Optimization exercise on an open flow, not production practice. RTL: at most simulated, not proved equivalent. Clock network not from TritonCTS: every run shown here. The clock port is an ideal driver here. Power: default activity.

==> flow/design.v (outline; a module is shown in full before it is edited, if it fits) <==
// module mul_stage1: 475 lines
// module mul_fa: 4 lines
// module mul_ha: 4 lines
// module mul_x3: 3 lines
// module mul_stage2: 3 lines
// module core_risc_v: 295 lines
module core_risc_v #(parameter DATA_WIDTH = 32, parameter ADDR_WIDTH = 32)(
	input clk_O,
	input rst,
	output [(ADDR_WIDTH-1):0] PC,
	input [31:0] Instr_out,
	input [(DATA_WIDTH-1):0] data_o_map,
	output MemWrite,
	output MemRead,
	output [(ADDR_WIDTH-1):0] Result,
	output [(DATA_WIDTH-1):0] rd2
);
  // ...
==> flow/flow/run.sh <==
#!/bin/bash
# Layout flow: the standard ORFS flow (standard synthesis unchanged), with
#  - a larger repair_timing setup margin so that the optimiser keeps improving
#    paths that already meet the 25 ns constraint,
#  - unrestricted cell footprints for sizing and buf_4 port buffers,
#  - after global placement, each register that drives an output port moved
#    next to that port's buffer (legalised by the flow's detailed placement),
#  - the clock tree built by flow/clock_tree.tcl (balanced 3-level tree,
#    lower insertion delay than TritonCTS's H-tree) instead of ORFS's CTS;
#    global routing, detailed routing and finishing are ORFS's.
set -uo pipefail
VARS=(SETUP_SLACK_MARGIN=19 MATCH_CELL_FOOTPRINT=0 "BUFFER_PORTS_ARGS=-buffer_cell sky130_fd_sc_hd__buf_4")
RES=$PWD/orfs/results/sky130hd/core_risc_v/base
PLAT=$FLOW_HOME/platforms/sky130hd
bash standard.sh synth > synth.log 2>&1 || exit 1
bash standard.sh 3_3_place_gp "${VARS[@]}" > place_gp.log 2>&1 || exit 1
MOVE_IN=$RES/3_3_place_gp.odb MOVE_OUT=$RES/3_3_place_gp.odb \
  openroad -no_init -exit flow/move_out_ffs.tcl > move.log 2>&1 || exit 1
bash standard.sh place "${VARS[@]}" > place.log 2>&1 || exit 1
DONT_USE=$(sed -n '/^export DONT_USE_CELLS/,/^$/p' $PLAT/config.mk | grep -o 'sky130_fd_sc_hd__[a-z0-9_]*' | sort -u | tr '\n' ' ')
CTS_IN=$RES/3_place.odb CTS_SDC=$RES/3_place.sdc \
CTS_OUT=$RES/4_1_cts.odb CTS_SDC_OUT=$RES/4_cts.sdc \
LEAF_SIZE=17 MIDS=16 ROOTS=4 \
LEAF_CELL=sky130_fd_sc_hd__clkbuf_16 MID_CELL=sky130_fd_sc_hd__clkbuf_16 \
PLATFORM_DIR=$PLAT LIB=$PLAT/lib/sky130_fd_sc_hd__tt_025C_1v80.lib \
DONT_USE="$DONT_USE" SETUP_MARGIN=19 \
  openroad -no_init -exit flow/clock_tree.tcl > clock_tree.log 2>&1 || exit 1
bash standard.sh finish "${VARS[@]}" > layout.log 2>&1
==> flow/flow/clock_tree.tcl <==
# Clock tree for the layout: a balanced three-level tree of clkbuf_16
# (4 root buffers driven by the clock port, MIDS mid buffers, leaf buffers
# each driving about LEAF_SIZE register clock pins).  Groups at every level
# are made by recursive bisection of the placement into equal-size parts,
# and each buffer sits at the centroid of the pins it drives.  Then the rest
# of ORFS's CTS step: legalisation and setup/hold repair.
read_liberty $::env(LIB)
read_db $::env(CTS_IN)
read_sdc $::env(CTS_SDC)
source $::env(PLATFORM_DIR)/setRC.tcl
set_dont_use $::env(DONT_USE)

set db [ord::get_db]
set block [ord::get_db_block]
set bufm [$db findMaster sky130_fd_sc_hd__clkbuf_16]
set leafm [$db findMaster $::env(LEAF_CELL)]
set midm [$db findMaster $::env(MID_CELL)]

set clknet [$block findNet clk_O]
set sinks {}
foreach it [$clknet getITerms] {
  lappend sinks $it
}
puts "clock sinks: [llength $sinks]"

proc centroid { pts } {
  set sx 0; set sy 0; set n [llength $pts]
  foreach p $pts { set sx [expr {$sx + [lindex $p 0]}]; set sy [expr {$sy + [lindex $p 1]}] }
  return [list [expr {$sx / $n}] [expr {$sy / $n}]]
}

# k-means on points {x y}; returns list of cluster index per point
proc kmeans { pts k iters } {
  set n [llength $pts]
  # init: evenly spaced points after sorting by x then y (deterministic)
  set idx [lsort -integer -indices [lmap p $pts { expr {[lindex $p 0] + [lindex $p 1]} }]]
  set cents {}
  for { set c 0 } { $c < $k } { incr c } {
    lappend cents [lindex $pts [lindex $idx [expr {int(($c + 0.5) * $n / $k)}]]]
  }
  set assign [lrepeat $n 0]
  for { set it 0 } { $it < $iters } { incr it } {
    set i 0
    foreach p $pts {
      set px [lindex $p 0]; set py [lindex $p 1]
      set best 0; set bd 1e30; set c 0
      foreach ce $cents {
        set d [expr {abs($px - [lindex $ce 0]) + abs($py - [lindex $ce 1])}]
        if { $d < $bd } { set bd $d; set best $c }
        incr c
      }
      lset assign $i $best
      incr i
    }
    set sums [lrepeat $k {0 0 0}]
    set i 0
    foreach p $pts {
      set c [lindex $assign $i]
      set s [lindex $sums $c]
      lset sums $c [list [expr {[lindex $s 0] + [lindex $p 0]}] [expr {[lindex $s 1] + [lindex $p 1]}] [expr {[lindex $s 2] + 1}]]
      incr i
    }
    set newc {}
    set c 0
    foreach s $sums {
      if { [lindex $s 2] > 0 } {
        lappend newc [list [expr {[lindex $s 0] / [lindex $s 2]}] [expr {[lindex $s 1] / [lindex $s 2]}]]
      } else {
        lappend newc [lindex $cents $c]
      }
      incr c
    }
    set cents $newc
  }
  return [list $assign $cents]
}


# recursive bisection into k groups of (nearly) equal size; pts is a list of
# {x y id}; returns a list of groups (lists of ids)
proc bisect { pts k } {
  if { $k <= 1 } { return [list [lmap p $pts { lindex $p 2 }]] }
  set xs [lmap p $pts { lindex $p 0 }]
  set ys [lmap p $pts { lindex $p 1 }]
  set w [expr {[tcl::mathfunc::max {*}$xs] - [tcl::mathfunc::min {*}$xs]}]
  set h [expr {[tcl::mathfunc::max {*}$ys] - [tcl::mathfunc::min {*}$ys]}]
  set ax [expr {$w >= $h ? 0 : 1}]
  set sorted [lsort -real -index $ax $pts]
  set k1 [expr {$k / 2}]
  set n1 [expr {int(round([llength $pts] * double($k1) / $k))}]
  return [concat [bisect [lrange $sorted 0 [expr {$n1 - 1}]] $k1] [bisect [lrange $sorted $n1 end] [expr {$k - $k1}]]]
}

set pts {}
foreach it $sinks {
  set inst [$it getInst]
  set b [$inst getBBox]
  lappend pts [list [expr {([$b xMin] + [$b xMax]) / 2}] [expr {([$b yMin] + [$b yMax]) / 2}]]
}
set nleaf [expr {int(ceil([llength $sinks] / double($::env(LEAF_SIZE))))}]
set ipts {}
set i 0
foreach p $pts { lappend ipts [list [lindex $p 0] [lindex $p 1] $i]; incr i }
set lassign [lrepeat [llength $pts] 0]
set lcents {}
set c 0
foreach g [bisect $ipts $nleaf] {
  set gp {}
  foreach id $g { lset lassign $id $c; lappend gp [lindex $pts $id] }
  lappend lcents [centroid $gp]
  incr c
}
puts "leaf clusters: $nleaf"

set bcount 0
proc new_buf { name x y {m ""} } {
  global block bufm
  if { $m == "" } { set m $bufm }
  set inst [odb::dbInst_create $block $m $name]
  $inst setLocation [expr {int($x)}] [expr {int($y)}]
  $inst setPlacementStatus PLACED
  return $inst
}
proc new_net { name } {
  global block
  set n [odb::dbNet_create $block $name]
  $n setSigType CLOCK
  return $n
}

# leaf buffers
set leafbufs {}
for { set c 0 } { $c < $nleaf } { incr c } {
  set ce [lindex $lcents $c]
  set b [new_buf "cts_leaf_$c" [lindex $ce 0] [lindex $ce 1] $leafm]
  set n [new_net "cts_leaf_net_$c"]
  [$b findITerm X] connect $n
  lappend leafbufs $b
  lappend leafnets $n
}
set i 0
foreach it $sinks {
  set c [lindex $lassign $i]
  $it disconnect
  $it connect [lindex $leafnets $c]
  incr i
}

# mid buffers: equal-size groups of leaves
proc group_pts { pts k } {
  set ipts {}
  set i 0
  foreach p $pts { lappend ipts [list [lindex $p 0] [lindex $p 1] $i]; incr i }
  set asg [lrepeat [llength $pts] 0]
  set cents {}
  set c 0
  foreach g [bisect $ipts $k] {
    set gp {}
    foreach id $g { lset asg $id $c; lappend gp [lindex $pts $id] }
    lappend cents [centroid $gp]
    incr c
  }
  return [list $asg $cents]
}
lassign [group_pts $lcents $::env(MIDS)] massign mcents
set midbufs {}
set midnets {}
for { set c 0 } { $c < $::env(MIDS) } { incr c } {
  set ce [lindex $mcents $c]
  set b [new_buf "cts_mid_$c" [lindex $ce 0] [lindex $ce 1] $midm]
  set n [new_net "cts_mid_net_$c"]
  [$b findITerm X] connect $n
  lappend midbufs $b
  lappend midnets $n
}
set i 0
foreach b $leafbufs {
  [$b findITerm A] connect [lindex $midnets [lindex $massign $i]]
  incr i
}
lassign [group_pts $mcents $::env(ROOTS)] rassign rcents
set rootnets {}
for { set c 0 } { $c < $::env(ROOTS) } { incr c } {
  set ce [lindex $rcents $c]
  set b [new_buf "cts_root_$c" [lindex $ce 0] [lindex $ce 1]]
  set n [new_net "cts_root_net_$c"]
  [$b findITerm X] connect $n
  [$b findITerm A] connect $clknet
  lappend rootnets $n
}
set i 0
foreach b $midbufs {
  [$b findITerm A] connect [lindex $rootnets [lindex $rassign $i]]
  incr i
}
$clknet setSigType CLOCK

set_propagated_clock [all_clocks]
estimate_parasitics -placement
report_clock_latency -include_internal_latency

set_placement_padding -global -left 0 -right 0
detailed_placement
estimate_parasitics -placement
report_worst_slack -max
report_worst_slack -min
repair_timing -setup_margin $::env(SETUP_MARGIN) -hold_margin 0 -repair_tns 100 -verbose
detailed_placement
check_placement -verbose
estimate_parasitics -placement
report_worst_slack -max
report_worst_slack -min
write_db $::env(CTS_OUT)
write_sdc -no_timestamp $::env(CTS_SDC_OUT)
==> flow/flow/move_out_ffs.tcl <==
# Move each register that drives an output-port buffer next to that buffer,
# so the register-to-port path has a short wire.  Legalised later by the
# flow's detailed placement.
read_db $::env(MOVE_IN)
set block [ord::get_db_block]
set n 0
foreach bterm [$block getBTerms] {
  if { [$bterm getIoType] != "OUTPUT" } { continue }
  set net [$bterm getNet]
  if { $net == "NULL" } { continue }
  set buf ""
  foreach it [$net getITerms] {
    if { [$it isOutputSignal] } { set buf [$it getInst] }
  }
  if { $buf == "" } { continue }
  set ff ""
  foreach it [$buf getITerms] {
    if { [$it isInputSignal] && [$it getNet] != "NULL" } {
      foreach it2 [[$it getNet] getITerms] {
        if { [$it2 isOutputSignal] } { set ff [$it2 getInst] }
      }
    }
  }
  if { $ff == "" } { continue }
  set m [[$ff getMaster] getName]
  if { ![string match "*df*" $m] } { continue }
  set loc [$buf getLocation]
  $ff setLocation [lindex $loc 0] [lindex $loc 1]
  incr n
}
puts "moved $n output registers"
write_db $::env(MOVE_OUT)
==> flow/standard.sh <==
#!/bin/bash
# synth_recipe.tcl (not shown) runs the flow's synth.tcl, then flattens the netlist and writes it again
# the make line also repeats each setting of config.mk as NAME=value (left out here)
make -C /OpenROAD-flow-scripts/flow DESIGN_CONFIG=/design/flow/config.mk WORK_HOME=/design/flow/orfs CLKGATE_MAP_FILE= SYNTH_SCRIPT=/design/flow/synth_recipe.tcl "${@:-finish}"
==> flow/config.mk <==
export PLATFORM = sky130hd
export DESIGN_NAME = core_risc_v
export DESIGN_NICKNAME = core_risc_v
export VERILOG_FILES = /design/flow/design.v
export SDC_FILE = /design/flow/constraint.sdc
export NUM_CORES = 8
export LEC_CHECK = 0
export ABC_CLOCK_PERIOD_IN_PS = 5000
export CAP_MARGIN = 20
export CORE_MARGIN = 2
export CORE_UTILIZATION = 60
export CTS_CLUSTER_DIAMETER = 80
export CTS_CLUSTER_SIZE = 30
export PLACE_DENSITY = 0.7
export SLEW_MARGIN = 20
export SYNTH_HIERARCHICAL = 1
==> flow/constraint.sdc <==
create_clock -name core_clock -period 25.0 [get_ports {clk_O}]
set_input_delay 5.0000 -clock core_clock [delete_from_list [all_inputs] [get_ports {clk_O}]]
set_output_delay 5.0000 -clock core_clock [all_outputs]
set_load 0.01 [all_outputs]
==> impl_metrics.tcl, run 1 <==
set metrics [dict create \
    status "finished clean" \
    rsz0062_at_grt "true" \
    antenna_left 0 \
    skew_ns 0.126 \
    sequentialPowerShare 0.448 \
    top_regs "rf (992), btb_tag (224), btb_tgt (224)" \
    r2r_slack_ns 19.08 \
    core-area_mm2 0.213 \
    max_freq_ghz 0.163 \
    hold_slack_ns 0.347 \
    grt_pass1_vias 87200 \
    critPathCaptureType "primary output" \
    fin_setup_tns_ns 0 \
    synth-compound-area-share 0.0849 \
    synth_edf_count 1882 \
    leakagePower_nw 51.0 \
    tightest_slew_ns 1.24 \
    inv_count 311 \
    hold_path.class "flop to flop" \
    final_cell_mix "edfxtp_1 (1882), xnor2_1 (672), mux4_2 (591), and2_1 (552), nor2_1 (521)" \
    yosys.area_share.adder 0.0907 \
    slowest_stage "dfxtp_2" \
    setup_viol 0 \
    reg2reg_depth 16 \
    critical_path_buf_inv_count 1 \
    seq_cell_count 2247 \
    grt_pass1_wl_mm 631 \
    p_seq_mw 4.84 \
    multiInputGateArea_mm2 0.0611 \
    cpPeakStageDelay_ns 0.34 \
    grt_overflow_total 0 \
]
Testbench counts, summed over its fixed seeds: cycles 51,191.
==> module mul_stage2, before the edit <==
module mul_stage2(input [31:0] s, input [31:0] c, output [31:0] p);
assign p = s + c;
endmodule
==> module core_risc_v, before the edit <==
module core_risc_v #(parameter DATA_WIDTH = 32, parameter ADDR_WIDTH = 32)(
	input clk_O,
	input rst,
	output [(ADDR_WIDTH-1):0] PC,
	input [31:0] Instr_out,
	input [(DATA_WIDTH-1):0] data_o_map,
	output MemWrite,
	output MemRead,
	output [(ADDR_WIDTH-1):0] Result,
	output [(DATA_WIDTH-1):0] rd2
);
localparam [31:0] RESET_PC = 32'h0040_0000;
localparam [31:0] RESET_SP = 32'h7FFF_EFFC;
localparam BTB_N  = 16;                 
localparam BTB_PW = 4;                  
localparam BTB_TW = 14;                 
localparam BTB_LB = 14;                 
reg [31:0] pc_f;
reg        v_d;
reg [31:0] ir_d, pc_d, pn_d;
reg        hit_d;
reg        v_e;
reg [31:0] pc4_e, tgt_e, jchk_e, imm_e, idres_e, op1_e, op2_e;
reg [4:0]  rd_e;
reg        we_e, isB_e, isJAL_e, isJALR_e, isL_e, isS_e, isMul_e, srcB_e;
reg        f3eq_e, f3ne_e, pn_is_pc4_e, pn_is_tgt_e;
reg        f1_e, f2_e;                  
reg [31:0] mop1_en, mop2_en;
reg        mf1_en, mf2_en;
reg [31:0] res_mx;                      
reg        op_add_e, op_sub_e, op_sll_e, op_slt_e, op_sltu_e, op_xor_e,
           op_srl_e, op_or_e, op_and_e, op_id_e;
reg        ctl_e;                       
reg [BTB_TW-1:0] btag_e;
reg [31:0] res_mn, st_m, ms_m, mc_m;    
reg        mr_m, we_m, isMul_m;
reg [31:0] wbv;
reg [4:0]  rd_w;
reg        we_w;
wire [31:0] res_m = ~res_mn;
reg [31:0] pc_o, res_o;
reg        mw_o, mr_o;
reg [4:0]  rd_m;
reg [31:0] rf [1:31];
reg [31:1] rfv;
reg              btb_v   [0:BTB_N-1];
reg [BTB_TW-1:0] btb_tag [0:BTB_N-1];
reg [BTB_LB-1:0] btb_tgt [0:BTB_N-1];
reg              bu_en, bu_v;
reg [BTB_TW-1:0] bu_tag;
reg [BTB_PW-1:0] btb_ptr;               
reg [BTB_LB-1:0] bu_tgt;
assign PC       = pc_o;
assign Result   = res_o;
assign rd2      = st_m;
assign MemWrite = mw_o;
assign MemRead  = mr_o;
wire [BTB_TW-1:0] f_tag = pc_f[2 +: BTB_TW];
reg  [BTB_N-1:0]  f_way;
reg  [BTB_LB-1:0] f_tgt;
integer k;
always @* begin
	f_tgt = {BTB_LB{1'b0}};
	for (k = 0; k < BTB_N; k = k + 1) begin
		f_way[k] = btb_v[k] && (btb_tag[k] == f_tag);
		f_tgt = f_tgt | ({BTB_LB{f_way[k]}} & btb_tgt[k]);
	end
end
wire              f_hit = |f_way;
wire [31:0]       pc4_f = pc_f + 32'd4;
wire [31:0]       pn_f  = f_hit ? {pc_f[31:BTB_LB], f_tgt} : pc4_f;
wire [31:0] mprod_m;
mul_stage2 MUL2(.s(ms_m), .c(mc_m), .p(mprod_m));
wire [31:0] mval = mr_m ? data_o_map : isMul_m ? mprod_m : res_m;
wire [6:0] op_d  = ir_d[6:0];
wire [4:0] rd_d  = ir_d[11:7];
wire [2:0] f3_d  = ir_d[14:12];
wire [4:0] rs1_d = ir_d[19:15];
wire [4:0] rs2_d = ir_d[24:20];
wire       b25_d = ir_d[25];
wire       b30_d = ir_d[30];
wire isR_d     = (op_d == 7'h33);
wire isI_d     = (op_d == 7'h13);
wire isL_d     = (op_d == 7'h03);
wire isS_d     = (op_d == 7'h23);
wire isB_d     = (op_d == 7'h63);
wire isJAL_d   = (op_d == 7'h6F);
wire isJALR_d  = (op_d == 7'h67);
wire isLUI_d   = (op_d == 7'h37);
wire isAUIPC_d = (op_d == 7'h17);
wire [31:0] immI_d = {{20{ir_d[31]}}, ir_d[31:20]};
wire [31:0] immS_d = {{20{ir_d[31]}}, ir_d[31:25], ir_d[11:7]};
wire [31:0] immB_d = {{19{ir_d[31]}}, ir_d[31], ir_d[7], ir_d[30:25], ir_d[11:8], 1'b0};
wire [31:0] immJ_d = {{11{ir_d[31]}}, ir_d[31], ir_d[19:12], ir_d[20], ir_d[30:21], 1'b0};
wire [31:0] immU_d = {ir_d[31:12], 12'b0};
wire [31:0] imm_d = isS_d ? immS_d : immI_d;
wire [31:0] poff_d = isB_d ? immB_d : isJAL_d ? immJ_d : immU_d;
wire [31:0] tgt_d  = pc_d + poff_d;
wire [31:0] pc4_d  = pc_d + 32'd4;
wire we_d   = (isR_d | isI_d | isL_d | isJAL_d | isJALR_d | isLUI_d | isAUIPC_d) & (rd_d != 5'd0);
wire use1_d = isR_d | isI_d | isL_d | isS_d | isB_d | isJALR_d;
wire use2_d = isR_d | isS_d | isB_d;
wire [4:0] sel_d = isR_d ? {b25_d, b30_d, f3_d} : {2'b00, f3_d};
wire alu_d = isR_d | isI_d;
wire op_add_d  = (alu_d & (sel_d == 5'b00000)) | isL_d | isS_d;
wire op_sub_d  = alu_d & (sel_d == 5'b01000);
wire op_sll_d  = alu_d & (sel_d == 5'b00001);
wire op_slt_d  = alu_d & (sel_d == 5'b00010);
wire op_sltu_d = alu_d & (sel_d == 5'b00011);
wire op_xor_d  = alu_d & (sel_d == 5'b00100);
wire op_srl_d  = alu_d & ((sel_d == 5'b00101) | (sel_d == 5'b01101));
wire op_or_d   = alu_d & (sel_d == 5'b00110);
wire op_and_d  = alu_d & (sel_d == 5'b00111);
wire isMul_d   = isR_d & (sel_d == 5'b10000);
wire op_id_d   = isJAL_d | isJALR_d | isLUI_d | isAUIPC_d;
wire [31:0] idres_d = isLUI_d ? immU_d : isAUIPC_d ? tgt_d : pc4_d;
wire [31:0] rr1_d = rfv[rs1_d] ? rf[rs1_d] : (rs1_d == 5'd2) ? RESET_SP : 32'd0;
wire [31:0] rr2_d = rfv[rs2_d] ? rf[rs2_d] : (rs2_d == 5'd2) ? RESET_SP : 32'd0;
wire        bp1_d = we_m && (rd_m == rs1_d);
wire        bp2_d = we_m && (rd_m == rs2_d);
wire        bw1_d = we_w && (rd_w == rs1_d);
wire        bw2_d = we_w && (rd_w == rs2_d);
wire [31:0] op1_d = (rs1_d == 5'd0) ? 32'd0 : bp1_d ? mval : bw1_d ? wbv : rr1_d;
wire [31:0] op2_d = (rs2_d == 5'd0) ? 32'd0 : bp2_d ? mval : bw2_d ? wbv : rr2_d;
wire        f1_d  = we_e && v_e && (rd_e == rs1_d);
wire        f2_d  = we_e && v_e && (rd_e == rs2_d);
wire stall_d = v_d && v_e && we_e && (isL_e || isMul_e) &&
               ((use1_d && rd_e == rs1_d) || (use2_d && rd_e == rs2_d));
wire [31:0] jchk_d = pn_d - imm_d;
wire [31:0] dpn_d    = pn_d - pc_d;
wire pn_is_pc4_d = (dpn_d == 32'd4);
wire pn_is_tgt_d = (dpn_d == poff_d);
wire bcond_d     = isB_d & (f3_d[2:1] == 2'b00);           
wire redir_d     = v_d && !hit_d && (isJAL_d || (bcond_d && immB_d[31]));
wire off4_d      = (poff_d == 32'd4);
wire [31:0] A   = f1_e ? res_m : op1_e;
wire [31:0] B2  = f2_e ? res_m : op2_e;
wire [31:0] B   = srcB_e ? imm_e : B2;
wire [31:0] sum   = A + B;
wire [31:0] diff  = A - B;
wire        lt_u  = (A < B);
wire        lt_s  = (A[31] ^ B[31]) ? A[31] : lt_u;
wire [31:0] shl   = A << B[4:0];
wire [31:0] shr   = A >> B[4:0];
wire [31:0] alu_res =
	({32{op_add_e}}  & sum)  |
	({32{op_sub_e}}  & diff) |
	({32{op_sll_e}}  & shl)  |
	({32{op_slt_e}}  & {31'd0, lt_s}) |
	({32{op_sltu_e}} & {31'd0, lt_u}) |
	({32{op_xor_e}}  & (A ^ B)) |
	({32{op_srl_e}}  & shr)  |
	({32{op_or_e}}   & (A | B)) |
	({32{op_and_e}}  & (A & B)) |
	({32{op_id_e}}   & idres_e);
wire eq_e    = (A == B2);
wire taken_e = isB_e & ((f3eq_e & eq_e) | (f3ne_e & ~eq_e));
wire jmis_e  = (A != jchk_e);
wire mis_e   = v_e && (isB_e    ? (taken_e ? ~pn_is_tgt_e : ~pn_is_pc4_e) :
                       isJALR_e ? jmis_e : isJAL_e ? ~pn_is_tgt_e : ~pn_is_pc4_e);
wire [31:0] rtgt_e = (taken_e | isJAL_e) ? tgt_e : isJALR_e ? sum : pc4_e;
wire [31:0] MA = ~mf1_en ? res_mx : ~mop1_en;
wire [31:0] MB = ~mf2_en ? res_mx : ~mop2_en;
wire [31:0] ms_e, mc_e;
mul_stage1 MUL1(.a(MA), .b(MB), .s(ms_e), .c(mc_e));
wire [31:0] pc_nx = mis_e ? rtgt_e : stall_d ? pc_f : redir_d ? tgt_d : pn_f;
always @(posedge clk_O or posedge rst) begin
	if (rst) begin
		pc_f    <= RESET_PC;
		v_d     <= 1'b0;
		v_e     <= 1'b0;
		mr_m    <= 1'b0;
		we_m    <= 1'b0;
		isMul_m <= 1'b0;
		we_w    <= 1'b0;
		bu_en   <= 1'b0;
	end else begin
		pc_f <= pc_nx;
		if (mis_e)
			v_d <= 1'b0;
		else if (!stall_d)
			v_d <= !redir_d;
		v_e <= v_d && !mis_e && !stall_d;
		mr_m    <= v_e && isL_e;
		we_m    <= v_e && we_e;
		isMul_m <= v_e && isMul_e;
		we_w    <= we_m;
		bu_en <= v_e && (ctl_e || ~pn_is_pc4_e);
	end
end
always @(posedge clk_O) begin
	if (!stall_d) begin
		ir_d  <= Instr_out;
		pc_d  <= pc_f;
		pn_d  <= pn_f;
		hit_d <= f_hit;
		pc4_e     <= pc4_d;
		tgt_e     <= tgt_d;
		jchk_e    <= jchk_d;
		pn_is_pc4_e <= redir_d ? off4_d : pn_is_pc4_d;
		pn_is_tgt_e <= redir_d ? 1'b1 : pn_is_tgt_d;
		imm_e     <= imm_d;
		idres_e   <= idres_d;
		op1_e     <= op1_d;
		op2_e     <= op2_d;
		f1_e      <= f1_d;
		f2_e      <= f2_d;
		mop1_en   <= ~op1_d;
		mop2_en   <= ~op2_d;
		mf1_en    <= ~f1_d;
		mf2_en    <= ~f2_d;
		rd_e      <= rd_d;
		we_e      <= we_d;
		isB_e     <= isB_d;
		isJAL_e   <= isJAL_d;
		isJALR_e  <= isJALR_d;
		isL_e     <= isL_d;
		isS_e     <= isS_d;
		isMul_e   <= isMul_d;
		srcB_e    <= isI_d | isL_d | isS_d | isJALR_d;
		f3eq_e    <= (f3_d == 3'b000);
		f3ne_e    <= (f3_d == 3'b001);
		op_add_e  <= op_add_d;
		op_sub_e  <= op_sub_d;
		op_sll_e  <= op_sll_d;
		op_slt_e  <= op_slt_d;
		op_sltu_e <= op_sltu_d;
		op_xor_e  <= op_xor_d;
		op_srl_e  <= op_srl_d;
		op_or_e   <= op_or_d;
		op_and_e  <= op_and_d;
		op_id_e   <= op_id_d;
		ctl_e     <= isB_d | isJAL_d | isJALR_d;
		btag_e    <= pc_d[2 +: BTB_TW];
	end
	res_mn <= ~alu_res;
	pc_o  <= rst ? RESET_PC : pc_nx;
	res_o <= alu_res;
	if (isMul_d)
		res_mx <= alu_res;
	mw_o  <= v_e && isS_e;
	mr_o  <= v_e && isL_e;
	st_m  <= B2;
	rd_m  <= rd_e;
	ms_m  <= ms_e;
	wbv   <= mval;
	rd_w  <= rd_m;
	mc_m  <= mc_e;
	bu_tag <= btag_e;
	bu_tgt <= rtgt_e[BTB_LB-1:0];
	bu_v   <= ctl_e & (taken_e | isJALR_e | ~isB_e);
end
always @(posedge clk_O or posedge rst) begin
	if (rst)
		rfv <= 31'd0;
	else if (we_w)
		rfv[rd_w] <= 1'b1;
end
always @(posedge clk_O) begin
	if (we_w)
		rf[rd_w] <= wbv;
end
reg [BTB_N-1:0] u_way;
integer j;
always @* begin
	for (j = 0; j < BTB_N; j = j + 1)
		u_way[j] = btb_v[j] && (btb_tag[j] == bu_tag);
end
wire u_hit = |u_way;
wire u_alloc = bu_en && !u_hit && bu_v;
always @(posedge clk_O or posedge rst) begin
	if (rst) begin
		for (j = 0; j < BTB_N; j = j + 1)
			btb_v[j] <= 1'b0;
		btb_ptr <= {BTB_PW{1'b0}};
	end else begin
		for (j = 0; j < BTB_N; j = j + 1) begin
			if (bu_en && u_way[j])
				btb_v[j] <= bu_v;
			else if (u_alloc && btb_ptr == j)
				btb_v[j] <= 1'b1;
		end
		if (u_alloc)
			btb_ptr <= btb_ptr + 1'b1;
	end
end
always @(posedge clk_O) begin
	for (j = 0; j < BTB_N; j = j + 1) begin
		if ((bu_en && u_way[j]) || (u_alloc && btb_ptr == j)) begin
			btb_tag[j] <= bu_tag;
			btb_tgt[j] <= bu_tgt;
		end
	end
end
endmodule
==> inputs of run 2 (changes only) <==
--- a/flow/design.v
+++ b/flow/design.v
@@ -1,9 +1,9 @@
-module mul_stage1(input [31:0] a, input [31:0] b, output [31:0] s, output [31:0] c);
+module mul_stage1(input [31:0] a, input [31:0] b, output [127:0] rows);
 wire [1023:0] pp;
 genvar gi, gj;
 generate for (gj = 0; gj < 32; gj = gj + 1) begin : g_r
   for (gi = 0; gi < 32; gi = gi + 1) begin : g_c
     assign pp[gj*32+gi] = a[gi] & b[gj];
   end end endgenerate
 wire w1, w2; mul_ha uw1(.a(pp[28]), .b(pp[59]), .s(w1), .co(w2));
 wire w3, w4; mul_fa uw3(.a(pp[29]), .b(pp[60]), .c(pp[91]), .s(w3), .co(w4));
@@ -406,90 +406,221 @@
 wire w797, w798; mul_fa uw797(.a(w674), .b(w676), .c(w678), .s(w797), .co(w798));
 wire w799, w800; mul_fa uw799(.a(w679), .b(w681), .c(w683), .s(w799), .co(w800));
 wire w801, w802; mul_fa uw801(.a(w680), .b(w682), .c(w684), .s(w801), .co(w802));
 wire w803, w804; mul_fa uw803(.a(w685), .b(w687), .c(w689), .s(w803), .co(w804));
 wire w805, w806; mul_fa uw805(.a(w686), .b(w688), .c(w690), .s(w805), .co(w806));
 wire w807, w808; mul_fa uw807(.a(w691), .b(w693), .c(w695), .s(w807), .co(w808));
 wire w809; mul_x3 uw809(.a(w692), .b(w694), .c(w696), .s(w809));
 wire w811; mul_x3 uw811(.a(w697), .b(w699), .c(w701), .s(w811));
-wire w813, w814; mul_ha uw813(.a(pp[3]), .b(pp[34]), .s(w813), .co(w814));
-wire w815, w816; mul_fa uw815(.a(w703), .b(pp[66]), .c(pp[97]), .s(w815), .co(w816));
-wire w817, w818; mul_fa uw817(.a(w704), .b(w705), .c(w707), .s(w817), .co(w818));
-wire w819, w820; mul_fa uw819(.a(w706), .b(w708), .c(w709), .s(w819), .co(w820));
-wire w821, w822; mul_fa uw821(.a(w710), .b(w712), .c(w713), .s(w821), .co(w822));
-wire w823, w824; mul_fa uw823(.a(w714), .b(w716), .c(w717), .s(w823), .co(w824));
-wire w825, w826; mul_fa uw825(.a(w718), .b(w720), .c(w721), .s(w825), .co(w826));
-wire w827, w828; mul_fa uw827(.a(w722), .b(w724), .c(w725), .s(w827), .co(w828));
-wire w829, w830; mul_fa uw829(.a(w726), .b(w728), .c(w729), .s(w829), .co(w830));
-wire w831, w832; mul_fa uw831(.a(w730), .b(w732), .c(w733), .s(w831), .co(w832));
-wire w833, w834; mul_fa uw833(.a(w734), .b(w736), .c(w737), .s(w833), .co(w834));
-wire w835, w836; mul_fa uw835(.a(w738), .b(w740), .c(w741), .s(w835), .co(w836));
-wire w837, w838; mul_fa uw837(.a(w742), .b(w744), .c(w745), .s(w837), .co(w838));
-wire w839, w840; mul_fa uw839(.a(w746), .b(w748), .c(w749), .s(w839), .co(w840));
-wire w841, w842; mul_fa uw841(.a(w750), .b(w752), .c(w753), .s(w841), .co(w842));
-wire w843, w844; mul_fa uw843(.a(w754), .b(w756), .c(w757), .s(w843), .co(w844));
-wire w845, w846; mul_fa uw845(.a(w758), .b(w760), .c(w761), .s(w845), .co(w846));
-wire w847, w848; mul_fa uw847(.a(w762), .b(w764), .c(w765), .s(w847), .co(w848));
-wire w849, w850; mul_fa uw849(.a(w766), .b(w768), .c(w769), .s(w849), .co(w850));
-wire w851, w852; mul_fa uw851(.a(w770), .b(w772), .c(w773), .s(w851), .co(w852));
-wire w853, w854; mul_fa uw853(.a(w774), .b(w776), .c(w777), .s(w853), .co(w854));
-wire w855, w856; mul_fa uw855(.a(w778), .b(w780), .c(w781), .s(w855), .co(w856));
-wire w857, w858; mul_fa uw857(.a(w782), .b(w784), .c(w785), .s(w857), .co(w858));
-wire w859, w860; mul_fa uw859(.a(w786), .b(w788), .c(w789), .s(w859), .co(w860));
-wire w861, w862; mul_fa uw861(.a(w790), .b(w792), .c(w793), .s(w861), .co(w862));
-wire w863, w864; mul_fa uw863(.a(w794), .b(w796), .c(w797), .s(w863), .co(w864));
-wire w865, w866; mul_fa uw865(.a(w798), .b(w800), .c(w801), .s(w865), .co(w866));
-wire w867, w868; mul_fa uw867(.a(w802), .b(w804), .c(w805), .s(w867), .co(w868));
-wire w869; mul_x3 uw869(.a(w806), .b(w808), .c(w809), .s(w869));
-wire w871, w872; mul_ha uw871(.a(pp[2]), .b(pp[33]), .s(w871), .co(w872));
-wire w873, w874; mul_fa uw873(.a(w813), .b(pp[65]), .c(pp[96]), .s(w873), .co(w874));
-wire w875, w876; mul_fa uw875(.a(w814), .b(w815), .c(pp[128]), .s(w875), .co(w876));
-wire w877, w878; mul_fa uw877(.a(w816), .b(w817), .c(pp[160]), .s(w877), .co(w878));
-wire w879, w880; mul_fa uw879(.a(w818), .b(w819), .c(w711), .s(w879), .co(w880));
-wire w881, w882; mul_fa uw881(.a(w820), .b(w821), .c(w715), .s(w881), .co(w882));
-wire w883, w884; mul_fa uw883(.a(w822), .b(w823), .c(w719), .s(w883), .co(w884));
-wire w885, w886; mul_fa uw885(.a(w824), .b(w825), .c(w723), .s(w885), .co(w886));
-wire w887, w888; mul_fa uw887(.a(w826), .b(w827), .c(w727), .s(w887), .co(w888));
-wire w889, w890; mul_fa uw889(.a(w828), .b(w829), .c(w731), .s(w889), .co(w890));
-wire w891, w892; mul_fa uw891(.a(w830), .b(w831), .c(w735), .s(w891), .co(w892));
-wire w893, w894; mul_fa uw893(.a(w832), .b(w833), .c(w739), .s(w893), .co(w894));
-wire w895, w896; mul_fa uw895(.a(w834), .b(w835), .c(w743), .s(w895), .co(w896));
-wire w897, w898; mul_fa uw897(.a(w836), .b(w837), .c(w747), .s(w897), .co(w898));
-wire w899, w900; mul_fa uw899(.a(w838), .b(w839), .c(w751), .s(w899), .co(w900));
-wire w901, w902; mul_fa uw901(.a(w840), .b(w841), .c(w755), .s(w901), .co(w902));
-wire w903, w904; mul_fa uw903(.a(w842), .b(w843), .c(w759), .s(w903), .co(w904));
-wire w905, w906; mul_fa uw905(.a(w844), .b(w845), .c(w763), .s(w905), .co(w906));
-wire w907, w908; mul_fa uw907(.a(w846), .b(w847), .c(w767), .s(w907), .co(w908));
-wire w909, w910; mul_fa uw909(.a(w848), .b(w849), .c(w771), .s(w909), .co(w910));
-wire w911, w912; mul_fa uw911(.a(w850), .b(w851), .c(w775), .s(w911), .co(w912));
-wire w913, w914; mul_fa uw913(.a(w852), .b(w853), .c(w779), .s(w913), .co(w914));
-wire w915, w916; mul_fa uw915(.a(w854), .b(w855), .c(w783), .s(w915), .co(w916));
-wire w917, w918; mul_fa uw917(.a(w856), .b(w857), .c(w787), .s(w917), .co(w918));
-wire w919, w920; mul_fa uw919(.a(w858), .b(w859), .c(w791), .s(w919), .co(w920));
-wire w921, w922; mul_fa uw921(.a(w860), .b(w861), .c(w795), .s(w921), .co(w922));
-wire w923, w924; mul_fa uw923(.a(w862), .b(w863), .c(w799), .s(w923), .co(w924));
-wire w925, w926; mul_fa uw925(.a(w864), .b(w865), .c(w803), .s(w925), .co(w926));
-wire w927, w928; mul_fa uw927(.a(w866), .b(w867), .c(w807), .s(w927), .co(w928));
-wire w929; mul_x3 uw929(.a(w868), .b(w869), .c(w811), .s(w929));
-assign s = {w928, w926, w924, w922, w920, w918, w916, w914, w912, w910, w908, w906, w904, w902, w900, w898, w896, w894, w892, w890, w888, w886, w884, w882, w880, w878, w876, w874, w872, w871, pp[1], pp[0]};
-assign c = {w929, w927, w925, w923, w921, w919, w917, w915, w913, w911, w909, w907, w905, w903, w901, w899, w897, w895, w893, w891, w889, w887, w885, w883, w881, w879, w877, w875, w873, pp[64], pp[32], 1'b0};
+assign rows[0] = pp[0];
+assign rows[1] = pp[1];
+assign rows[2] = pp[2];
+assign rows[3] = pp[3];
+assign rows[4] = w703;
+assign rows[5] = w704;
+assign rows[6] = w706;
+assign rows[7] = w710;
+assign rows[8] = w714;
+assign rows[9] = w718;
+assign rows[10] = w722;
+assign rows[11] = w726;
+assign rows[12] = w730;
+assign rows[13] = w734;
+assign rows[14] = w738;
+assign rows[15] = w742;
+assign rows[16] = w746;
+assign rows[17] = w750;
+assign rows[18] = w754;
+assign rows[19] = w758;
+assign rows[20] = w762;
+assign rows[21] = w766;
+assign rows[22] = w770;
+assign rows[23] = w774;
+assign rows[24] = w778;
+assign rows[25] = w782;
+assign rows[26] = w786;
+assign rows[27] = w790;
+assign rows[28] = w794;
+assign rows[29] = w798;
+assign rows[30] = w802;
+assign rows[31] = w806;
+assign rows[32] = 1'b0;
+assign rows[33] = pp[32];
+assign rows[34] = pp[33];
+assign rows[35] = pp[34];
+assign rows[36] = pp[66];
+assign rows[37] = w705;
+assign rows[38] = w708;
+assign rows[39] = w712;
+assign rows[40] = w716;
+assign rows[41] = w720;
+assign rows[42] = w724;
+assign rows[43] = w728;
+assign rows[44] = w732;
+assign rows[45] = w736;
+assign rows[46] = w740;
+assign rows[47] = w744;
+assign rows[48] = w748;
+assign rows[49] = w752;
+assign rows[50] = w756;
+assign rows[51] = w760;
+assign rows[52] = w764;
+assign rows[53] = w768;
+assign rows[54] = w772;
+assign rows[55] = w776;
+assign rows[56] = w780;
+assign rows[57] = w784;
+assign rows[58] = w788;
+assign rows[59] = w792;
+assign rows[60] = w796;
+assign rows[61] = w800;
+assign rows[62] = w804;
+assign rows[63] = w808;
+assign rows[64] = 1'b0;
+assign rows[65] = 1'b0;
+assign rows[66] = pp[64];
+assign rows[67] = pp[65];
+assign rows[68] = pp[97];
+assign rows[69] = w707;
+assign rows[70] = w709;
+assign rows[71] = w713;
+assign rows[72] = w717;
+assign rows[73] = w721;
+assign rows[74] = w725;
+assign rows[75] = w729;
+assign rows[76] = w733;
+assign rows[77] = w737;
+assign rows[78] = w741;
+assign rows[79] = w745;
+assign rows[80] = w749;
+assign rows[81] = w753;
+assign rows[82] = w757;
+assign rows[83] = w761;
+assign rows[84] = w765;
+assign rows[85] = w769;
+assign rows[86] = w773;
+assign rows[87] = w777;
+assign rows[88] = w781;
+assign rows[89] = w785;
+assign rows[90] = w789;
+assign rows[91] = w793;
+assign rows[92] = w797;
+assign rows[93] = w801;
+assign rows[94] = w805;
+assign rows[95] = w809;
+assign rows[96] = 1'b0;
+assign rows[97] = 1'b0;
+assign rows[98] = 1'b0;
+assign rows[99] = pp[96];
+assign rows[100] = pp[128];
+assign rows[101] = pp[160];
+assign rows[102] = w711;
+assign rows[103] = w715;
+assign rows[104] = w719;
+assign rows[105] = w723;
+assign rows[106] = w727;
+assign rows[107] = w731;
+assign rows[108] = w735;
+assign rows[109] = w739;
+assign rows[110] = w743;
+assign rows[111] = w747;
+assign rows[112] = w751;
+assign rows[113] = w755;
+assign rows[114] = w759;
+assign rows[115] = w763;
+assign rows[116] = w767;
+assign rows[117] = w771;
+assign rows[118] = w775;
+assign rows[119] = w779;
+assign rows[120] = w783;
+assign rows[121] = w787;
+assign rows[122] = w791;
+assign rows[123] = w795;
+assign rows[124] = w799;
+assign rows[125] = w803;
+assign rows[126] = w807;
+assign rows[127] = w811;
+endmodule
+module mul_stage2(input [127:0] rows, output [31:0] p);
+wire w813, w814; mul_ha uw813(.a(rows[3]), .b(rows[35]), .s(w813), .co(w814));
+wire w815, w816; mul_fa uw815(.a(rows[4]), .b(rows[36]), .c(rows[68]), .s(w815), .co(w816));
+wire w817, w818; mul_fa uw817(.a(rows[5]), .b(rows[37]), .c(rows[69]), .s(w817), .co(w818));
+wire w819, w820; mul_fa uw819(.a(rows[6]), .b(rows[38]), .c(rows[70]), .s(w819), .co(w820));
+wire w821, w822; mul_fa uw821(.a(rows[7]), .b(rows[39]), .c(rows[71]), .s(w821), .co(w822));
+wire w823, w824; mul_fa uw823(.a(rows[8]), .b(rows[40]), .c(rows[72]), .s(w823), .co(w824));
+wire w825, w826; mul_fa uw825(.a(rows[9]), .b(rows[41]), .c(rows[73]), .s(w825), .co(w826));
+wire w827, w828; mul_fa uw827(.a(rows[10]), .b(rows[42]), .c(rows[74]), .s(w827), .co(w828));
+wire w829, w830; mul_fa uw829(.a(rows[11]), .b(rows[43]), .c(rows[75]), .s(w829), .co(w830));
+wire w831, w832; mul_fa uw831(.a(rows[12]), .b(rows[44]), .c(rows[76]), .s(w831), .co(w832));
+wire w833, w834; mul_fa uw833(.a(rows[13]), .b(rows[45]), .c(rows[77]), .s(w833), .co(w834));
+wire w835, w836; mul_fa uw835(.a(rows[14]), .b(rows[46]), .c(rows[78]), .s(w835), .co(w836));
+wire w837, w838; mul_fa uw837(.a(rows[15]), .b(rows[47]), .c(rows[79]), .s(w837), .co(w838));
+wire w839, w840; mul_fa uw839(.a(rows[16]), .b(rows[48]), .c(rows[80]), .s(w839), .co(w840));
+wire w841, w842; mul_fa uw841(.a(rows[17]), .b(rows[49]), .c(rows[81]), .s(w841), .co(w842));
+wire w843, w844; mul_fa uw843(.a(rows[18]), .b(rows[50]), .c(rows[82]), .s(w843), .co(w844));
+wire w845, w846; mul_fa uw845(.a(rows[19]), .b(rows[51]), .c(rows[83]), .s(w845), .co(w846));
+wire w847, w848; mul_fa uw847(.a(rows[20]), .b(rows[52]), .c(rows[84]), .s(w847), .co(w848));
+wire w849, w850; mul_fa uw849(.a(rows[21]), .b(rows[53]), .c(rows[85]), .s(w849), .co(w850));
+wire w851, w852; mul_fa uw851(.a(rows[22]), .b(rows[54]), .c(rows[86]), .s(w851), .co(w852));
+wire w853, w854; mul_fa uw853(.a(rows[23]), .b(rows[55]), .c(rows[87]), .s(w853), .co(w854));
+wire w855, w856; mul_fa uw855(.a(rows[24]), .b(rows[56]), .c(rows[88]), .s(w855), .co(w856));
+wire w857, w858; mul_fa uw857(.a(rows[25]), .b(rows[57]), .c(rows[89]), .s(w857), .co(w858));
+wire w859, w860; mul_fa uw859(.a(rows[26]), .b(rows[58]), .c(rows[90]), .s(w859), .co(w860));
+wire w861, w862; mul_fa uw861(.a(rows[27]), .b(rows[59]), .c(rows[91]), .s(w861), .co(w862));
+wire w863, w864; mul_fa uw863(.a(rows[28]), .b(rows[60]), .c(rows[92]), .s(w863), .co(w864));
+wire w865, w866; mul_fa uw865(.a(rows[29]), .b(rows[61]), .c(rows[93]), .s(w865), .co(w866));
+wire w867, w868; mul_fa uw867(.a(rows[30]), .b(rows[62]), .c(rows[94]), .s(w867), .co(w868));
+wire w869; mul_x3 uw869(.a(rows[31]), .b(rows[63]), .c(rows[95]), .s(w869));
+wire w871, w872; mul_ha uw871(.a(rows[2]), .b(rows[34]), .s(w871), .co(w872));
+wire w873, w874; mul_fa uw873(.a(w813), .b(rows[67]), .c(rows[99]), .s(w873), .co(w874));
+wire w875, w876; mul_fa uw875(.a(w814), .b(w815), .c(rows[100]), .s(w875), .co(w876));
+wire w877, w878; mul_fa uw877(.a(w816), .b(w817), .c(rows[101]), .s(w877), .co(w878));
+wire w879, w880; mul_fa uw879(.a(w818), .b(w819), .c(rows[102]), .s(w879), .co(w880));
+wire w881, w882; mul_fa uw881(.a(w820), .b(w821), .c(rows[103]), .s(w881), .co(w882));
+wire w883, w884; mul_fa uw883(.a(w822), .b(w823), .c(rows[104]), .s(w883), .co(w884));
+wire w885, w886; mul_fa uw885(.a(w824), .b(w825), .c(rows[105]), .s(w885), .co(w886));
+wire w887, w888; mul_fa uw887(.a(w826), .b(w827), .c(rows[106]), .s(w887), .co(w888));
+wire w889, w890; mul_fa uw889(.a(w828), .b(w829), .c(rows[107]), .s(w889), .co(w890));
+wire w891, w892; mul_fa uw891(.a(w830), .b(w831), .c(rows[108]), .s(w891), .co(w892));
+wire w893, w894; mul_fa uw893(.a(w832), .b(w833), .c(rows[109]), .s(w893), .co(w894));
+wire w895, w896; mul_fa uw895(.a(w834), .b(w835), .c(rows[110]), .s(w895), .co(w896));
+wire w897, w898; mul_fa uw897(.a(w836), .b(w837), .c(rows[111]), .s(w897), .co(w898));
+wire w899, w900; mul_fa uw899(.a(w838), .b(w839), .c(rows[112]), .s(w899), .co(w900));
+wire w901, w902; mul_fa uw901(.a(w840), .b(w841), .c(rows[113]), .s(w901), .co(w902));
+wire w903, w904; mul_fa uw903(.a(w842), .b(w843), .c(rows[114]), .s(w903), .co(w904));
+wire w905, w906; mul_fa uw905(.a(w844), .b(w845), .c(rows[115]), .s(w905), .co(w906));
+wire w907, w908; mul_fa uw907(.a(w846), .b(w847), .c(rows[116]), .s(w907), .co(w908));
+wire w909, w910; mul_fa uw909(.a(w848), .b(w849), .c(rows[117]), .s(w909), .co(w910));
+wire w911, w912; mul_fa uw911(.a(w850), .b(w851), .c(rows[118]), .s(w911), .co(w912));
+wire w913, w914; mul_fa uw913(.a(w852), .b(w853), .c(rows[119]), .s(w913), .co(w914));
+wire w915, w916; mul_fa uw915(.a(w854), .b(w855), .c(rows[120]), .s(w915), .co(w916));
+wire w917, w918; mul_fa uw917(.a(w856), .b(w857), .c(rows[121]), .s(w917), .co(w918));
+wire w919, w920; mul_fa uw919(.a(w858), .b(w859), .c(rows[122]), .s(w919), .co(w920));
+wire w921, w922; mul_fa uw921(.a(w860), .b(w861), .c(rows[123]), .s(w921), .co(w922));
+wire w923, w924; mul_fa uw923(.a(w862), .b(w863), .c(rows[124]), .s(w923), .co(w924));
+wire w925, w926; mul_fa uw925(.a(w864), .b(w865), .c(rows[125]), .s(w925), .co(w926));
+wire w927, w928; mul_fa uw927(.a(w866), .b(w867), .c(rows[126]), .s(w927), .co(w928));
+wire w929; mul_x3 uw929(.a(w868), .b(w869), .c(rows[127]), .s(w929));
+wire [31:0] x = {w928, w926, w924, w922, w920, w918, w916, w914, w912, w910, w908, w906, w904, w902, w900, w898, w896, w894, w892, w890, w888, w886, w884, w882, w880, w878, w876, w874, w872, w871, rows[1], rows[0]};
+wire [31:0] y = {w929, w927, w925, w923, w921, w919, w917, w915, w913, w911, w909, w907, w905, w903, w901, w899, w897, w895, w893, w891, w889, w887, w885, w883, w881, w879, w877, w875, w873, rows[66], rows[33], 1'b0};
+mul_add ADD(.s(x), .c(y), .p(p));
 endmodule
 module mul_fa(input a, input b, input c, output s, output co);
 assign s = a ^ b ^ c;
 assign co = (a & b) | (a & c) | (b & c);
 endmodule
 module mul_ha(input a, input b, output s, output co);
 assign s = a ^ b;
 assign co = a & b;
 endmodule
 module mul_x3(input a, input b, input c, output s);
 assign s = a ^ b ^ c;
 endmodule
-module mul_stage2(input [31:0] s, input [31:0] c, output [31:0] p);
+module mul_add(input [31:0] s, input [31:0] c, output [31:0] p);
 assign p = s + c;
 endmodule
 module core_risc_v #(parameter DATA_WIDTH = 32, parameter ADDR_WIDTH = 32)(
 	input clk_O,
 	input rst,
 	output [(ADDR_WIDTH-1):0] PC,
 	input [31:0] Instr_out,
 	input [(DATA_WIDTH-1):0] data_o_map,
@@ -516,17 +647,18 @@
 reg        f1_e, f2_e;                  
 reg [31:0] mop1_en, mop2_en;
 reg        mf1_en, mf2_en;
 reg [31:0] res_mx;                      
 reg        op_add_e, op_sub_e, op_sll_e, op_slt_e, op_sltu_e, op_xor_e,
            op_srl_e, op_or_e, op_and_e, op_id_e;
 reg        ctl_e;                       
 reg [BTB_TW-1:0] btag_e;
-reg [31:0] res_mn, st_m, ms_m, mc_m;    
+reg [31:0] res_mn, st_m;                
+reg [127:0] mrows_m;                    
 reg        mr_m, we_m, isMul_m;
 reg [31:0] wbv;
 reg [4:0]  rd_w;
 reg        we_w;
 wire [31:0] res_m = ~res_mn;
 reg [31:0] pc_o, res_o;
 reg        mw_o, mr_o;
 reg [4:0]  rd_m;
@@ -554,17 +686,17 @@
 		f_way[k] = btb_v[k] && (btb_tag[k] == f_tag);
 		f_tgt = f_tgt | ({BTB_LB{f_way[k]}} & btb_tgt[k]);
 	end
 end
 wire              f_hit = |f_way;
 wire [31:0]       pc4_f = pc_f + 32'd4;
 wire [31:0]       pn_f  = f_hit ? {pc_f[31:BTB_LB], f_tgt} : pc4_f;
 wire [31:0] mprod_m;
-mul_stage2 MUL2(.s(ms_m), .c(mc_m), .p(mprod_m));
+mul_stage2 MUL2(.rows(mrows_m), .p(mprod_m));
 wire [31:0] mval = mr_m ? data_o_map : isMul_m ? mprod_m : res_m;
 wire [6:0] op_d  = ir_d[6:0];
 wire [4:0] rd_d  = ir_d[11:7];
 wire [2:0] f3_d  = ir_d[14:12];
 wire [4:0] rs1_d = ir_d[19:15];
 wire [4:0] rs2_d = ir_d[24:20];
 wire       b25_d = ir_d[25];
 wire       b30_d = ir_d[30];
@@ -645,18 +777,18 @@
 wire eq_e    = (A == B2);
 wire taken_e = isB_e & ((f3eq_e & eq_e) | (f3ne_e & ~eq_e));
 wire jmis_e  = (A != jchk_e);
 wire mis_e   = v_e && (isB_e    ? (taken_e ? ~pn_is_tgt_e : ~pn_is_pc4_e) :
                        isJALR_e ? jmis_e : isJAL_e ? ~pn_is_tgt_e : ~pn_is_pc4_e);
 wire [31:0] rtgt_e = (taken_e | isJAL_e) ? tgt_e : isJALR_e ? sum : pc4_e;
 wire [31:0] MA = ~mf1_en ? res_mx : ~mop1_en;
 wire [31:0] MB = ~mf2_en ? res_mx : ~mop2_en;
-wire [31:0] ms_e, mc_e;
-mul_stage1 MUL1(.a(MA), .b(MB), .s(ms_e), .c(mc_e));
+wire [127:0] mrows_e;
+mul_stage1 MUL1(.a(MA), .b(MB), .rows(mrows_e));
 wire [31:0] pc_nx = mis_e ? rtgt_e : stall_d ? pc_f : redir_d ? tgt_d : pn_f;
 always @(posedge clk_O or posedge rst) begin
 	if (rst) begin
 		pc_f    <= RESET_PC;
 		v_d     <= 1'b0;
 		v_e     <= 1'b0;
 		mr_m    <= 1'b0;
 		we_m    <= 1'b0;
@@ -719,27 +851,26 @@
 		op_or_e   <= op_or_d;
 		op_and_e  <= op_and_d;
 		op_id_e   <= op_id_d;
 		ctl_e     <= isB_d | isJAL_d | isJALR_d;
 		btag_e    <= pc_d[2 +: BTB_TW];
 	end
 	res_mn <= ~alu_res;
 	pc_o  <= rst ? RESET_PC : pc_nx;
-	res_o <= alu_res;
-	if (isMul_d)
-		res_mx <= alu_res;
+	if (v_e && (isL_e || isS_e))
+		res_o <= alu_res;
+	res_mx <= alu_res;
 	mw_o  <= v_e && isS_e;
 	mr_o  <= v_e && isL_e;
 	st_m  <= B2;
 	rd_m  <= rd_e;
-	ms_m  <= ms_e;
+	mrows_m <= mrows_e;
 	wbv   <= mval;
 	rd_w  <= rd_m;
-	mc_m  <= mc_e;
 	bu_tag <= btag_e;
 	bu_tgt <= rtgt_e[BTB_LB-1:0];
 	bu_v   <= ctl_e & (taken_e | isJALR_e | ~isB_e);
 end
 always @(posedge clk_O or posedge rst) begin
 	if (rst)
 		rfv <= 31'd0;
 	else if (we_w)
==> run 2 against run 1 <==
  * Global-route usage fell by 0.81 points
  * Sequential power rose by 1%
  * Critical path type unchanged
  * First-iteration DRC count fell by 8.0%
  * Setup slack got worse by 0.054 ns
  * Wire length fell by 0.38%
  * Sequential cell count rose by 58
  * Hold slack improved by 0.00067 ns
  * Critical path depth did not move
  * Largest power group unchanged
  * Clock power rose by 2%
  * Maximum frequency fell by 0.87%
  * Register-to-register slack improved by 0.05 ns
  * Sequential share of layout area rose by 0.41 points
==> impl_metrics.tcl, run 2 <==
set metrics [dict create \
    status "finished clean" \
    largest_reg_flops 992 \
    die_h_um 470 \
    grt_overflow_total 0 \
    start_util 0.605 \
    slowest_stage "edfxtp_1" \
    cp_max_fo 1 \
    drive_gt1_frac 0.167 \
    cpPeakStageDelay_ns 0.41 \
    critPathCaptureType "primary output" \
    multiInputGateArea_mm2 0.0609 \
    antenna_left 0 \
    busiest_layer "met2" \
    max_freq_ghz 0.162 \
    fp.dieW_um 470 \
    path_delay_family "flip-flops" \
    yosys_warnings 10 \
    hold_path.class "flop to flop" \
    port_buffers 163 \
    fin_setup_tns_ns 0 \
    power_per_cell_area_mw_per_mm2 79.0 \
    gr-usage-met1 0.571 \
    grtUsageMet2 0.597 \
    layout_commonest_cell "edfxtp_1" \
    syn2layout_area_growth_pct 6.90 \
    n_fill_cell 15800 \
    wirelength_mm 444 \
    seqCellArea_mm2 0.0656 \
    grt_max_degree 141 \
    final_core_util 0.647 \
    timing.final.crit_share 0.248 \
    antenna_found_initial 57 \
    critPathRequiredTime_ns 20.00 \
    grt_pass1_wl_mm 631 \
    grt_pass1_vias 86600 \
    hold_slack_ns 0.348 \
    drtIter0Drc 12500 \
    drc 0 \
    gp_congestion 1.01 \
    skew_ns 0.0843 \
    grtUsageMet3 0.0919 \
    critical_path_class "flop to primary output" \
    syn_area_per_cell_um2 13.2 \
    cp.arrival_ns 1.19 \
    crit_chain "buf_6" \
    grt_use_total 0.396 \
    top_register "rf" \
    maxSlewHeadroom 0.159 \
    tightest_slew_ns 1.26 \
    dp_cells 12400 \
    leakagePower_nw 51.4 \
    nets 10500 \
    start_kind "flop" \
    synthCells 9859 \
    num_rows 170 \
    core-area_mm2 0.215 \
    drv_slew 0 \
    insertion_delay_ns 0.64 \
    setup_viol 0 \
    dieArea_mm2 0.221 \
    io_pins 164 \
    hpwl_mm 300 \
    drt_first_pass_iters 7 \
    num_vias 88900 \
    cts.clk_slew.worst_paths_ns 0.07 \
    hold_viol 0 \
    instances_no_fill 12600 \
    final_cell_mix "edfxtp_1 (1882), xnor2_1 (693), mux4_2 (594), and2_1 (560), nor2_1 (479)" \
    fin_crit_ns 6.19 \
    synth_nets 10600 \
    max_cap_viol_count 0 \
    avgRoutedWirePerCell_um 35.3 \
    top_regs "rf (992), btb_tag (224), btb_tgt (224)" \
    synthesis.area_mm2 0.130 \
    critical_path_buf_inv_count 1 \
    rsz0062_at_grt "true" \
    routed_via_density 7.06 \
    ir_worst_vdd_mv 0.0755 \
]
## run 2: report_power, final
part / internal (mW) / switching [mW] / total, mW
Combinational: 1.41 / 2.30 / 3.71
Sequential: 4.59 / 0.318 / 4.91
Clock: 1.11 / 1.26 / 2.36
## run 2: final timing paths
kind	startpoint	endpoint	slack [ns]	depth (start not counted)
min in group asynchronous	rst	pc_f[25]$_DFF_PP0_	4.47	2
max	res_o[11]$_DFFE_PP_	Result[11]	18.81	1
max in group asynchronous	rst	btb_v[15]$_DFFE_PP0P_	19.60	3
min	btag_e[4]$_DFFE_PN_	bu_tag[4]$_DFF_P_	0.35	0
max reg2reg	res_mn[0]$_DFF_P_	pc_o[18]$_SDFF_PP0_	19.13	18
min reg2reg	btag_e[4]$_DFFE_PN_	bu_tag[4]$_DFF_P_	0.35	0
## run 2: layer usage
layer,part of all wire,up-vias
met5,0.00043,-
met2,0.44,6030
met3,0.12,1022
met4,0.044,28
met1,0.39,45600
li1,-,36300
## run 2: per-stage QoR
step                      cell area, um^2  setup WS (ns)  power, mW
final                              139000          18.81       11.0
after global routing               139000          18.79       11.4
after floorplan                    130000          19.13       7.37
after detailed placement           134000          18.00       8.56
after global placement             134000          18.20       8.52
## run 2: final cells by class
| type | instances | share of cell area |
|---|---|---|
| Multi-Input combinational cell | 6518 | 0.438 |
| Timing Repair Buffer | 461 | 0.0283 |
| Antenna cell | 14 | 0.000252 |
| Sequential cell | 2305 | 0.471 |
| Buffer | 156 | 0.0281 |
| Inverter | 309 | 0.00844 |
| Tap cell | 2838 | 0.0255 |
Testbench counts of run 2, summed over its fixed seeds: cycles 51,191.
==> inputs of run 3 (changes only) <==
--- a/flow/design.v
+++ b/flow/design.v
@@ -856,8 +856,7 @@
 	end
 	res_mn <= ~alu_res;
 	pc_o  <= rst ? RESET_PC : pc_nx;
-	if (v_e && (isL_e || isS_e))
-		res_o <= alu_res;
+	res_o  <= rst ? 32'd0 : alu_res;
 	res_mx <= alu_res;
 	mw_o  <= v_e && isS_e;
 	mr_o  <= v_e && isL_e;
==> run 3 against run 2 <==
  * Maximum frequency up 1.3%
  * Sequential cell count unchanged
  * Wire length down 1.6%
  * Critical endpoint unchanged
  * Highest routed layer unchanged
==> impl_metrics.tcl, run 3 <==
set metrics [dict create \
    io_pins 164 \
    cp.arrival_ns 1.11 \
    synth_nets 10700 \
    critPathCaptureType "primary output" \
    rsz0062_at_grt "true" \
    cp_max_fo 1 \
    max_freq_ghz 0.164 \
    path_delay_family "flip-flops" \
    dieArea_mm2 0.221 \
    core-area_mm2 0.217 \
    fin_crit_ns 6.11 \
    power_per_cell_area_mw_per_mm2 79.5 \
    fin_setup_tns_ns 0 \
    p_sw_mw 3.93 \
    drt_first_pass_iters 8 \
    top_regs "rf (992), btb_tag (224), btb_tgt (224)" \
    yosys_warnings 10 \
    cp-startpoint "res_o[11]$_SDFF_PP0_" \
    r2r_start "pc_f[2]$_DFF_PP0_" \
    cts.clk_slew.worst_paths_ns 0.07 \
    holdCritStartpoint "btag_e[10]$_DFFE_PN_" \
    reg2reg_depth 15 \
    hpwl_mm 295 \
    syn_area_per_cell_um2 13.1 \
    layout_commonest_cell "edfxtp_1" \
    p_int_mw 7.15 \
    grt_overflow_total 0 \
    gp_congestion 1.03 \
    leakagePower_nw 51.7 \
    instances_no_fill 12700 \
    cpPeakStageDelay_ns 0.35 \
    clkPwrFrac 0.212 \
    p_comb_frac 0.342 \
    place_ws_ns 17.69 \
    n_fill_cell 16000 \
    hold_path.class "flop to flop" \
    ir_worst_vdd_mv 0.0837 \
    drv_slew 0 \
    final_core_util 0.643 \
    insertion_delay_ns 0.67 \
    dp_cells 12500 \
    final_cell_mix "edfxtp_1 (1850), xnor2_1 (691), mux4_2 (594), and2_1 (554), a21oi_1 (520)" \
    hold_viol 0 \
    swShare 0.355 \
    fp.dieW_um 470 \
    die_h_um 470 \
    hold_depth 0 \
    setup_viol 0 \
    synthCells 9963 \
    timing.final.crit_share 0.244 \
    tightest_slew_ns 1.16 \
    port_buffers 163 \
    grt_pass1_wl_mm 621 \
    antenna_left 0 \
    crit_chain "buf_6" \
    wirelength_mm 438 \
    drive_gt1_frac 0.169 \
    grt_pass1_vias 86600 \
    routed_via_density 6.93 \
    num_vias 88100 \
    status "finished clean" \
    critPathRequiredTime_ns 20.00 \
    max_cap_viol_count 0 \
    top_register "rf" \
    total_power_mw 11.1 \
    grt_max_degree 164 \
    largest_reg_flops 992 \
    start_util 0.602 \
    syn2layout_area_growth_pct 6.78 \
    whs_endpoint "bu_tag[10]$_DFF_P_" \
    grt_use_total 0.389 \
    drc 0 \
    skew_ns 0.118 \
    setup_ws_ns 18.89 \
    start_kind "flop" \
    drtIter0Drc 12500 \
    r2r_slack_ns 18.99 \
    sequentialPowerShare 0.446 \
    maxSlewHeadroom 0.203 \
    worst_r2r_endpoint "pc_o[16]$_SDFF_PP0_" \
    synthesis.area_mm2 0.131 \
    critical_path_class "flop to primary output" \
    antenna_found_initial 36 \
    num_rows 171 \
    nets 10600 \
    avgRoutedWirePerCell_um 34.4 \
    slowest_stage "dfxtp_2" \
    critical_path_buf_inv_count 1 \
]
[run 3: metal layers]
metal | GRT usage | wire, um
met1 | 0.549 | 169000
met2 | 0.584 | 194000
met3 | 0.0927 | 52500
met4 | 0.160 | 21800
met5 | 0 | 186
[run 3: through the flow]
step	area, um^2	hold slack, ns
global route	139000	0.355
floorplan	131000	0.323
global placement	135000	0.329
detailed placement	135000	0.328
finish	139000	0.349
[run 3: worst max-delay path by stage]
stage | to | slack [ns] | cells past startpoint
floorplan | btag_e[0]$_DFFE_PN_ | 19.10 | 13
global route | res_o[0]$_SDFF_PP0_ | 18.86 | 19
global placement | pc_o[3]$_SDFF_PP0_ | 17.84 | 5
detailed placement | pc_o[12]$_SDFF_PP0_ | 17.69 | 5
finish | Result[11] | 18.89 | 1
[run 3: area by class of cell]
cell class	count	area, um^2	area share
sequential	2305	65300	0.469
inverter	358	1350	0.00971
buffer	156	3900	0.0280
timing repair buffer	456	3920	0.0281
multi-input combinational	6566	61300	0.440
tap	2854	3570	0.0256
antenna	9	22.5	0.000162
[run 3: power by group through the flow]
stage	sequential (mW)	combinational, mW	clock [mW]
floorplan	4.87	2.58	0
global placement	5.00	3.63	0
detailed placement	5.00	3.68	0
global route	4.96	4.04	2.49
finish	4.94	3.79	2.35
Testbench counts of run 3, summed over its fixed seeds: cycles 51,191.
==> inputs of run 4 (changes only) <==
--- a/flow/design.v
+++ b/flow/design.v
@@ -815,6 +815,8 @@
 		pc_d  <= pc_f;
 		pn_d  <= pn_f;
 		hit_d <= f_hit;
+	end
+	begin
 		pc4_e     <= pc4_d;
 		tgt_e     <= tgt_d;
 		jchk_e    <= jchk_d;
==> run 4 against run 3 <==
  * Power fell by 1.6%
  * Still clean on timing, DRC and antenna
  * Cell count fell by 1.3%
  * Highest routed layer unchanged
  * Synthesized cell count decreased by 0.90%
  * Clock power barely moved
  * Hold slack lost 0.025 ns
  * Wire length is 4.3% lower
  * Utilization is 0.27 points higher
  * Die area is 2.8% lower
  * Combinational power decreased by 1%
==> impl_metrics.tcl, run 4 <==
set metrics [dict create \
    status "finished clean" \
    drive_gt1_frac 0.169 \
    largest_reg_flops 992 \
    max_freq_ghz 0.164 \
    setup_viol 0 \
    critical_path_buf_inv_count 1 \
    grt_pass1_wl_mm 599 \
    hpwl_mm 282 \
    critPathCaptureType "primary output" \
    maxSlewHeadroom 0.155 \
    gp_congestion 1.01 \
    crit_chain "buf_6" \
    drtIter0Drc 11300 \
    hold_viol 0 \
    grt_use_total 0.383 \
    core-area_mm2 0.210 \
    synthCells 9873 \
    layout_commonest_cell "edfxtp_1" \
    yosys_warnings 10 \
    num_vias 86100 \
    skew_ns 0.106 \
    final_cell_mix "edfxtp_1 (1537), xnor2_1 (700), mux4_2 (598), and2_1 (557), dfxtp_1 (540)" \
    rsz0062_at_grt "true" \
    cp_max_fo 1 \
    reg2reg_depth 18 \
    start_util 0.605 \
    nets 10500 \
    hold_path.class "flop to flop" \
    die_h_um 464 \
    fin_setup_tns_ns 0 \
    wirelength_mm 419 \
    hold_depth 0 \
    tightest_slew_ns 1.27 \
    slowest_stage "dfxtp_2" \
    synth_nets 10600 \
    top_register "rf" \
    insertion_delay_ns 0.66 \
    io_pins 164 \
    syn_area_per_cell_um2 12.8 \
    seqCellArea_mm2 0.0622 \
    routed_via_density 6.87 \
    port_buffers 163 \
    critPathRequiredTime_ns 20.00 \
    drt_first_pass_iters 7 \
    fin_crit_ns 6.09 \
    top_regs "rf (992), btb_tag (224), btb_tgt (224)" \
    critical_path_class "flop to primary output" \
    leakagePower_nw 50.2 \
    hold_slack_ns 0.325 \
    timing.final.crit_share 0.243 \
    drv_slew 0 \
    avgRoutedWirePerCell_um 33.4 \
    postLayoutCellArea_mm2 0.135 \
    start_kind "flop" \
    antenna_found_initial 36 \
    grt_pass1_vias 85100 \
    antenna_left 0 \
    ir_worst_vdd_mv 0.0856 \
    grt_overflow_total 0 \
    crit_cells 1 \
    drc 0 \
    path_delay_family "flip-flops" \
    dieArea_mm2 0.215 \
    place_area_mm2 0.131 \
    num_rows 168 \
    syn2layout_area_growth_pct 6.78 \
    cpPeakStageDelay_ns 0.33 \
    power_per_cell_area_mw_per_mm2 80.5 \
    multiInputGateArea_mm2 0.0609 \
    synthesis.area_mm2 0.127 \
    max_cap_viol_count 0 \
    cp.arrival_ns 1.09 \
    grt_max_degree 120 \
    fp.dieW_um 464 \
    n_fill_cell 15500 \
    cts.clk_slew.worst_paths_ns 0.08 \
]
==> run 4: cell types whose count changed in the layout (fill, tap and decap cells not counted), sizes merged, moves of 33 or more <==
cell    delta
dfxtp    +313
a22o      +42
a221oi    +41
a21oi     -50
mux2i     -49
buf       -33
a22oi     -70
edfxtp   -313
==> run 4: path summary, 6_finish.rpt <==
check                                  endpoint         startpoint  slack, ns
max reg2reg                res_o[27]$_SDFF_PP0_     srcB_e$_DFF_P_      19.16
max                                     rd2[27]   st_m[27]$_DFF_P_      18.91
min reg2reg                   bu_tag[1]$_DFF_P_  btag_e[1]$_DFF_P_       0.32
min                           bu_tag[1]$_DFF_P_  btag_e[1]$_DFF_P_       0.32
max in group asynchronous    pc_f[22]$_DFF_PP1_                rst      19.78
min in group asynchronous        mr_m$_DFF_PP0_                rst       4.51
==> run 4: cell type report <==
| class | instances | area share |
|---|---|---|
| multi-input cells | 6507 | 0.450 |
| diodes | 19 | 0.000351 |
| inverters | 333 | 0.00940 |
| repair buffers | 420 | 0.0266 |
| well taps | 2805 | 0.0259 |
| flip-flops and latches | 2305 | 0.459 |
| plain buffers | 156 | 0.0288 |
==> run 4: through the flow <==
stage                     std cells  power, mW  setup WS [ns]  utilization
after global placement        12400       8.45          17.99        0.624
after global routing          12500       11.3          18.89        0.645
after floorplan                9873       7.34          19.07            -
after detailed placement      12400       8.51          17.95        0.624
final                         12500       10.9          18.91        0.646
==> run 4: power by group <==
| group | switching [mW] | internal, mW |
|---|---|---|
| Sequential | 0.302 | 4.49 |
| Clock | 1.25 | 1.11 |
| Combinational | 2.32 | 1.44 |
==> run 4: worst reg2reg max path, stage by stage, from the launching register on <==
cell and delay, ns:
dfxtp_2 0.41, buf_4 0.45, nand2b_1 0.19, o31ai_4 0.09, buf_6 0.38, inv_2 0.05
buf_4 0.36, ha_1 0.37, a21o_1 0.19, a221oi_2 0.45, a2bb2oi_2 0.37, o21ai_0 0.29
o21ai_0 0.40, nand2_1 0.16, a21o_1 0.21, a21oi_1 0.40, o221ai_1 0.18, a211oi_1 0.61
nor2_1 0.09
==> run 4: layer usage <==
metal	track usage	vias up	wire length [um]
met4	0.149	8	20500
li1	-	35900	-
met5	0	-	54
met3	0.0788	994	47000
met1	0.541	43900	163000
met2	0.586	5299	188000
Testbench counts of run 4, summed over its fixed seeds: cycles 51,191.

Re-timed with assumed drivers on the ports (clkbuf_16 on the clock, buf_2 on other inputs), run 4 has 18.722 ns of setup slack against 18.915 ns with ideal ports, and 18.520 ns once port delays also move by the mid clock arrival of 0.799 ns.
